This is an optimization exercise on Yosys and OpenROAD, whose aim is small area, not a production implementation.
Function was checked by simulation only, so behaviour that the tests miss may differ from the original.
Power and IR drop assume default switching activity.

## flow/run.sh

```bash
#!/bin/bash
# synth_recipe.tcl (not shown) runs the flow's synth.tcl, then flattens the netlist and writes it again
# the make line also repeats each setting of config.mk as NAME=value (left out here)
make -C /OpenROAD-flow-scripts/flow DESIGN_CONFIG=/design/flow/config.mk WORK_HOME=/design/flow/orfs CLKGATE_MAP_FILE= SYNTH_SCRIPT=/design/flow/synth_recipe.tcl finish
```

## flow/config.mk

```make
export PLATFORM = sky130hd
export DESIGN_NAME = serial_protocol_converter
export DESIGN_NICKNAME = serial_protocol_converter
export VERILOG_FILES = /design/flow/design.v
export SDC_FILE = /design/flow/constraint.sdc
export NUM_CORES = 4
export LEC_CHECK = 0
export CAP_MARGIN = 20
export CORE_MARGIN = 2
export CORE_UTILIZATION = 40
export SLEW_MARGIN = 20
```

## flow/constraint.sdc

```tcl
create_clock -name core_clock -period 10.0 [get_ports {clk}]
set_input_delay 2.0000 -clock core_clock [delete_from_list [all_inputs] [get_ports {clk}]]
set_output_delay 2.0000 -clock core_clock [all_outputs]
set_load 0.01 [all_outputs]
```

## flow/design.v

```verilog
module serial_protocol_converter (
    input               clk,
    input               rst_n,
    input [7:0]         cmd_opcode,
    input [15:0]        cmd_addr,
    input [31:0]        cmd_data,
    input               cmd_valid,
    output reg          spi_sclk,
    output reg          spi_mosi,
    input               spi_miso,
    output reg [3:0]    spi_cs,
    input               uart_rx,
    output reg          uart_tx,
    output [7:0]        pwm_out,
    output reg [31:0]   tx_data,
    output reg          tx_en,
    input               tx_done
);
wire op_hi0 = (cmd_opcode[7:4] == 4'h0);
wire cmd_02 = cmd_valid & op_hi0 & (cmd_opcode[3:0] == 4'h2);
wire cmd_04 = cmd_valid & op_hi0 & (cmd_opcode[3:0] == 4'h4);
wire cmd_05 = cmd_valid & op_hi0 & (cmd_opcode[3:0] == 4'h5);
wire cmd_06 = cmd_valid & op_hi0 & (cmd_opcode[3:0] == 4'h6);
wire cmd_07 = cmd_valid & op_hi0 & (cmd_opcode[3:0] == 4'h7);
wire cmd_08 = cmd_valid & op_hi0 & (cmd_opcode[3:0] == 4'h8);
reg [31:0] spi_tx_reg;
reg [31:0] i2c_tx_reg;       
reg        i2c_tx_v;
reg [15:0] uart_div;         
reg [7:0]  uart_tx_reg;
wire        div_zero = (cmd_data[15:0] == 16'd0);
wire [15:0] div_in   = cmd_data[15:0] | (div_zero ? 16'd434 : 16'd0);
always @(posedge clk or negedge rst_n) begin
    if (!rst_n) begin
        spi_tx_reg  <= 32'd0;
        i2c_tx_v    <= 1'b0;
        uart_div    <= 16'd434;
        uart_tx_reg <= 8'd0;
    end else begin
        if (cmd_02) spi_tx_reg  <= cmd_data;
        if (cmd_04) i2c_tx_v    <= 1'b1;
        if (cmd_05) uart_div    <= div_in;
        if (cmd_06) uart_tx_reg <= cmd_data[7:0];
    end
end
always @(posedge clk) begin
    if (cmd_04) i2c_tx_reg <= cmd_data;
end
reg        spi_busy, spi_oth;
reg [4:0]  spi_bit_cnt;
reg [31:0] spi_shift_reg;
reg [31:0] spi_rx_reg;       
reg        spi_rx_v;
wire spi_idle = ~spi_busy & ~spi_oth;
wire spi_last = spi_sclk & (spi_bit_cnt == 5'd0);
wire spi_load = spi_idle & cmd_02;
wire spi_step = spi_busy & spi_sclk;
always @(posedge clk or negedge rst_n) begin
    if (!rst_n) begin
        spi_busy <= 1'b0;
        spi_oth  <= 1'b0;
        spi_sclk <= 1'b0;
        spi_mosi <= 1'b0;
        spi_cs   <= 4'hF;
        spi_rx_v <= 1'b0;
    end else begin
        spi_busy <= spi_idle ? cmd_02 : (spi_busy & ~spi_last);
        spi_oth  <= spi_idle & ~cmd_02 & (cmd_04 | cmd_06);
        spi_sclk <= spi_busy & ~spi_sclk;
        if (spi_oth)
            spi_mosi <= 1'b0;
        else if (spi_step)
            spi_mosi <= spi_shift_reg[31];
        if (spi_oth | (spi_step & (spi_bit_cnt == 5'd0)))
            spi_cs <= 4'hF;
        else if (spi_load)
            spi_cs <= ~(4'b0001 << cmd_addr[1:0]);
        if (spi_step & (spi_bit_cnt == 5'd0))
            spi_rx_v <= 1'b1;
    end
end
always @(posedge clk) begin
    if (spi_load) begin
        spi_shift_reg <= spi_tx_reg;
        spi_bit_cnt   <= 5'd31;
    end else if (spi_step) begin
        spi_shift_reg <= {spi_shift_reg[30:0], spi_miso};
        spi_bit_cnt   <= spi_bit_cnt - 5'd1;
    end
    if (spi_step & (spi_bit_cnt == 5'd0))
        spi_rx_reg <= {spi_shift_reg[30:0], spi_miso};
end
reg        i2c_busy;
reg [7:0]  i2c_cnt;
reg [31:0] i2c_rx_reg;       
reg        i2c_rx_v;
wire i2c_at200 = (i2c_cnt == 8'h0B);
wire i2c_at201 = (i2c_cnt == 8'h16);
always @(posedge clk or negedge rst_n) begin
    if (!rst_n) begin
        i2c_busy <= 1'b0;
        i2c_rx_v <= 1'b0;
    end else begin
        if (!i2c_busy)
            i2c_busy <= cmd_04;
        else if (i2c_at201)
            i2c_busy <= 1'b0;
        if (i2c_busy & i2c_at200)
            i2c_rx_v <= i2c_tx_v;
    end
end
always @(posedge clk) begin
    if (!i2c_busy)
        i2c_cnt <= 8'd0;
    else
        i2c_cnt <= {i2c_cnt[6:0], ~(i2c_cnt[7] ^ i2c_cnt[5] ^ i2c_cnt[4] ^ i2c_cnt[3])};
    if (i2c_busy & i2c_at200)
        i2c_rx_reg <= i2c_tx_reg;
end
reg        utx_active;
reg [15:0] utx_cnt;
reg [9:0]  utx_shift;        
wire [16:0] utx_inc  = {1'b0, utx_cnt} + 17'd1;
wire        utx_tick = (utx_inc >= {1'b0, uart_div});
always @(posedge clk or negedge rst_n) begin
    if (!rst_n) begin
        utx_active <= 1'b0;
        uart_tx    <= 1'b1;
    end else begin
        if (!utx_active) begin
            utx_active <= cmd_06;
            uart_tx    <= ~cmd_06;
        end else if (utx_tick) begin
            uart_tx <= utx_shift[0];
            if (utx_shift[9:1] == 9'd0)
                utx_active <= 1'b0;
        end
    end
end
always @(posedge clk) begin
    if (!utx_active) begin
        utx_cnt   <= 16'd0;
        utx_shift <= {1'b1, uart_tx_reg, 1'b0};
    end else if (utx_tick) begin
        utx_cnt   <= 16'd0;
        utx_shift <= {1'b0, utx_shift[9:1]};
    end else begin
        utx_cnt   <= utx_inc[15:0];
    end
end
localparam RX_IDLE = 2'd0, RX_START = 2'd1, RX_DATA = 2'd2, RX_STOP = 2'd3;
reg        rx_sync0, rx_sync1;
reg [1:0]  rx_state;
reg [15:0] urx_cnt;          
reg [7:0]  rx_shift;         
reg [7:0]  rx_data;          
reg        rx_data_v;
wire urx_hi0  = (urx_cnt[15:1] == 15'd0);
wire urx_zero = urx_hi0 & ~urx_cnt[0];
wire urx_one  = urx_hi0 &  urx_cnt[0];
always @(posedge clk or negedge rst_n) begin
    if (!rst_n) begin
        rx_sync0  <= 1'b1;
        rx_sync1  <= 1'b1;
        rx_state  <= RX_IDLE;
        rx_data_v <= 1'b0;
    end else begin
        rx_sync0 <= uart_rx;
        rx_sync1 <= rx_sync0;
        case (rx_state)
            RX_IDLE:  if (!rx_sync1) rx_state <= RX_START;
            RX_START: if (urx_zero) rx_state <= rx_sync1 ? RX_IDLE : RX_DATA;
            RX_DATA:  if (urx_one & rx_shift[0]) rx_state <= RX_STOP;
            default:  if (urx_one) begin
                          rx_state  <= RX_IDLE;
                          rx_data_v <= 1'b1;
                      end
        endcase
    end
end
always @(posedge clk) begin
    case (rx_state)
        RX_IDLE: urx_cnt <= {1'b0, uart_div[15:1]};
        RX_START: begin
            if (urx_zero) begin
                urx_cnt  <= uart_div;
                rx_shift <= 8'h80;
            end else
                urx_cnt <= urx_cnt - 16'd1;
        end
        RX_DATA: begin
            if (urx_one) begin
                urx_cnt  <= uart_div;
                rx_shift <= {rx_sync1, rx_shift[7:1]};
            end else
                urx_cnt <= urx_cnt - 16'd1;
        end
        default: begin
            if (urx_one)
                rx_data <= rx_shift;
            else
                urx_cnt <= urx_cnt - 16'd1;
        end
    endcase
end
wire addr_hi0 = (cmd_addr[15:2] == 14'd0);
wire sel_spi  = addr_hi0 & (cmd_addr[1:0] == 2'd1) & spi_rx_v;
wire sel_i2c  = addr_hi0 & (cmd_addr[1:0] == 2'd2) & i2c_rx_v;
wire sel_uart = addr_hi0 & (cmd_addr[1:0] == 2'd3) & rx_data_v;
wire [31:0] rd_data = ({32{sel_spi}} & spi_rx_reg)
                    | ({32{sel_i2c}} & i2c_rx_reg)
                    | {24'd0, {8{sel_uart}} & rx_data};
always @(posedge clk or negedge rst_n) begin
    if (!rst_n) begin
        tx_data <= 32'd0;
        tx_en   <= 1'b0;
    end else begin
        if (cmd_08) begin
            tx_data <= rd_data;
            tx_en   <= 1'b1;
        end else if (!cmd_valid && tx_done)
            tx_en   <= 1'b0;
    end
end
wire [31:0] pwm_prod   = cmd_data[31:16] * cmd_data[15:0];
wire        pwm_wr     = cmd_07 & (cmd_addr[15:3] == 13'd0);
reg [7:0]  pwm_v;            
reg [7:0]  pwm_q;
assign pwm_out = pwm_q;
always @(posedge clk or negedge rst_n) begin
    if (!rst_n)
        pwm_v <= 8'd0;
    else if (pwm_wr)
        pwm_v[cmd_addr[2:0]] <= 1'b1;
end
genvar j;
generate
    for (j = 0; j < 8; j = j + 1) begin : pwm_ch
        reg [15:0] period;
        reg [15:0] thresh;   
        reg [15:0] cnt;
        wire        we   = pwm_wr & (cmd_addr[2:0] == j);
        wire [16:0] inc  = {1'b0, cnt} + 17'd1;
        wire        wrap = ~pwm_v[j] | (inc >= {1'b0, period});
        always @(posedge clk) begin
            if (we) begin
                period <= cmd_data[31:16];
                thresh <= pwm_prod[31:16];
            end
            cnt <= wrap ? 16'd0 : inc[15:0];
        end
        always @(posedge clk or negedge rst_n) begin
            if (!rst_n)
                pwm_q[j] <= 1'b0;
            else
                pwm_q[j] <= pwm_v[j] & (cnt < thresh);
        end
    end
endgenerate
endmodule
```

==> summary.md <==
| Metric | Value |
|---|---|
| CTS tree | `done` |
| Mapped Cells | `3619` |
| Tmin final | `8860 ps` |
| Max cap viols | `0` |
| Fin crit share | `0.886` |
| Fin nets | `4412` |
| Worst rel slew slack | `0.246` |
| Post-route ant nets | `0` |
| Iter 0 DRT Violations | `1948` |
| Core area | `100000 µm²` |
| Initial antenna violation count | `3` |
| Slew @ Worst Pin | `1130 ps` |
| Die Ht | `323 µm` |
| Avg Cell Area, Syn | `11.2 µm²` |
| I/O pin total | `110` |
| Final HPWL DP | `72.0 mm` |
| Number of enable flip-flop cells after synthesis | `424` |
| Fin area | `46300 µm²` |
| Syn_nets | `4256` |
| Drt wl/cell | `19.5 µm` |
| Cell Area, Placed | `43600 µm²` |
| Worst-skew pair later-pin latency | `630 ps` |
| Layout Utilization | `0.461` |
| Setup TNS | `0 ps` |
| Total global-route track usage | `0.200` |
| Yosys cell types | `74` |
| Die W | `323 µm` |
| Setup-failing EPs final | `0` |
| Max Clock Skew | `22.0 ps` |
| Part of the power in combinational logic | `0.457` |
| Bufs on Longest Clock Path | `3` |
| Synth Register Bits | `707` |
| Die footprint | `104000 µm²` |
| Global-route wire length before repair | `159 mm` |
| Reg-to-reg slack, setup | `6330 ps` |
| Post_cts resized | `0` |
| Synth Cell Area | `40600 µm²` |
| Layout cell share with drive strength beyond 1 | `0.0862` |
| RSZ-0062 raised after global routing | `no` |
| LEAKAGE | `0.0208 µW` |
| Outcome | `no timing/DRC/antenna violations` |
| Root buffer cell | `clkbuf_16` |
| Hold_buf cts | `0` |
| Net Sw Frac | `0.416` |
| Area grow syn2layout | `13.9%` |
| DRT Pass-1 Iters | `7` |
| Synth Warn # | `1` |
| Setup repair bufs after CTS | `0` |
| Hold Slack | `348 ps` |
| Crit Path Max Fanout | `17` |
| Largest net degree at the start of global routing | `85` |
| DRT Wirelength | `102 mm` |
| Tightest Hold Check Type | `register to register` |
| Vias in the first global route | `27200` |
| Total grt overflow | `0` |
| PD cells | `285 nW/µm²` |
| P_int | `7690 µW` |
| Max Clock Freq | `113 MHz` |
| Via density | `5.10` |
| Port bufs | `109` |
| Reg power frac | `0.317` |
| Final-layout fill cell count | `9366` |
| DRC errors left | `0` |
| Crit path kind | `input port to register` |
| Regs by FF count | `pwm_ch.cnt: 128 flops, pwm_ch.period: 128 flops, pwm_ch.thresh: 128 flops` |
| Endpoint class of the critical path | `register` |
| Sw power | `5480 µW` |
| Sink Count | `707` |
| Initial core utilization | `0.404` |
| Hold Vio Cnt, Final | `0` |
| FP Rows | `116` |
| Total number of vias | `26500` |
| Data required, critical path | `10300 ps` |
| Sequential share of the synthesized area | `0.469` |
| Synth Flop Type | `edfxtp_1` |
| Startpoint types | `input port` |
| Async set-or-reset flop fraction in the synthesized netlist | `0.175` |
| Total CTS buffers | `79` |
| Power share of the clock group | `0.227` |
| Max-slew violations | `0` |
| Crit path DAT | `9170 ps` |
| Routability congestion estimate from global placement | `0.839` |
| Worst IR Drop VDD | `0.827 mV` |
| Register clock-pin slew on the reported worst setup and hold paths | `60 ps` |
| H-tree levels | `3` |
==> path summary, 6_finish.rpt <==
path / startpoint / endpoint / cells past startpoint
setup / recovery: cmd_data[14] / pwm_ch[7].thresh[11]$_DFFE_PP_ / 17
hold / removal: rx_sync0$_DFF_PN1_ / rx_sync1$_DFF_PN1_ / 0
setup reg to reg: utx_cnt[2]$_SDFF_PP0_ / utx_shift[3]$_DFFE_PP_ / 14
hold reg to reg: rx_sync0$_DFF_PN1_ / rx_sync1$_DFF_PN1_ / 0
max in group asynchronous: rst_n / tx_data[9]$_DFFE_PN0P_ / 2
min in group asynchronous: rst_n / uart_tx_reg[0]$_DFFE_PN0P_ / 1
==> cell type report <==
type | instances | area [µm²] | share of cell area
diodes | 3 | 7.51 | 0.000162
clock buffers | 112 | 2330 | 0.0503
clock inverters | 36 | 373 | 0.00806
inverters | 526 | 1970 | 0.0427
multi-input cells | 2276 | 19200 | 0.415
flip-flops and latches | 707 | 19000 | 0.411
well taps | 1357 | 1700 | 0.0367
repair buffers | 185 | 1680 | 0.0362
==> cell usage in the layout (no fill, tap or decap), types with 24 or more instances in the layout <==
cell type and count:
a21o_1 94, a21oi_1 82, a22oi_1 38, and2_1 143
and3_1 51, buf_4 72, clkbuf_16 85, clkdlybuf4s50_1 99
dfrtp_1 112, dfxtp_1 159, edfxtp_1 424, fa_1 193
ha_1 382, inv_1 526, mux2_2 74, nand2_1 303
nand2b_1 24, nand3_1 111, nand4_1 61, nor2_1 100
nor2b_1 91, o21ai_0 123, xnor2_1 101, xor2_1 60
==> cells by family (layout without fill, tap and decap cells) <==
family	after synthesis	after routing	share of synthesized area
compound gates	487	487	0.0793
mux	77	77	0.0213
flops	707	707	0.469
buf+inv	636	859	0.0602
other cells	0	3	0
fa+ha+maj	575	575	0.213
xor+xnor	161	161	0.0347
simple gates	976	976	0.123
==> power groups by stage <==
stage          registers (µW)  logic [µW]  clock network, µW
2_1_floorplan            4230        3020                  0
3_3_place_gp             4230        5920                  0
3_5_place_dp             4230        5980                  0
4_1_cts                  4160        6030               3050
5_1_grt                  4180        6610               3160
6_report                 4170        6020               2980
==> Yosys cell counts (24+ instances only) <==
cell type / n / area [µm²]
inv_1: 526 / 1970
dfxtp_1: 159 / 3180
dfrtp_1: 112 / 2800
nand2_1: 303 / 1140
and3_1: 53 / 332
xnor2_1: 101 / 885
a21o_1: 94 / 706
nand2b_1: 24 / 150
nor2_1: 108 / 405
nor2b_1: 91 / 569
xor2_1: 60 / 526
a22oi_1: 38 / 285
ha_1: 382 / 4780
mux2_2: 74 / 833
fa_1: 193 / 3860
nand3_1: 112 / 561
nand4_1: 61 / 382
edfxtp_1: 424 / 12700
and2_1: 143 / 895
clkbuf_1: 93 / 349
o21ai_0: 123 / 616
a21oi_1: 83 / 415
==> metal layers <==
layer  global-route usage  up-vias  part of all wire
li1                     -    12700                 -
met1                0.271    13100              0.45
met2                0.336      589              0.48
met3               0.0264      151             0.047
met4               0.0572        0             0.022
met5                    0        -                 0
==> critical path, cell delays in order <==
cell	delay [ps]
clkdlybuf4s50_1	1050
nand2_1	220
fa_1	550
fa_1	550
inv_1	60
fa_1	520
fa_1	530
fa_1	530
fa_1	490
ha_1	390
a2111oi_0	400
o21ai_0	160
a32oi_1	220
o311ai_1	230
a21oi_2	340
o21ai_0	190
xor2_1	730
==> through the flow <==
| step | std cells | setup WS [ps] | total power [µW] |
|---|---|---|---|
| final | 5202 | 1140 | 13200 |
| after CTS | 5199 | 1200 | 13200 |
| after global routing | 5199 | 752 | 13900 |
| after detailed placement | 5051 | 573 | 10200 |
| after global placement | 5049 | 768 | 10200 |
| after floorplan | 3619 | 2120 | 7240 |

==> static timing again, ports no longer ideal <==
Ports are ideal in the flow. The routed layout listed here was re-timed in OpenROAD. Step 1 (the two cells are an assumption about what drives the block):
set clk [get_ports {clk}]
set_driving_cell -lib_cell sky130_fd_sc_hd__clkbuf_16 $clk
set_driving_cell -lib_cell sky130_fd_sc_hd__buf_2 [delete_from_list [all_inputs] $clk]
Step 2 adds t to the input delays and takes it off the output delays; t is the mean of the earliest and latest rising clock arrival at the registers after step 1. Input paths then give back, and output paths get back, about the clock's delay inside the block. Three values: ideal ports, drivers, drivers and shift; two values: the first two.
t, ns: 0.698
setup WS [ns]: 1.135 / 1.107 / 0.409
worst setup path at the end: input to register
worst register clock-pin slew, ns: 0.06 / 0.06
worst data-port slew with drivers (ns): 0.09
After both steps setup and hold are still met in this run. The setup slack of this run moves by -0.028 ns with the drivers and by -0.726 ns with both steps.
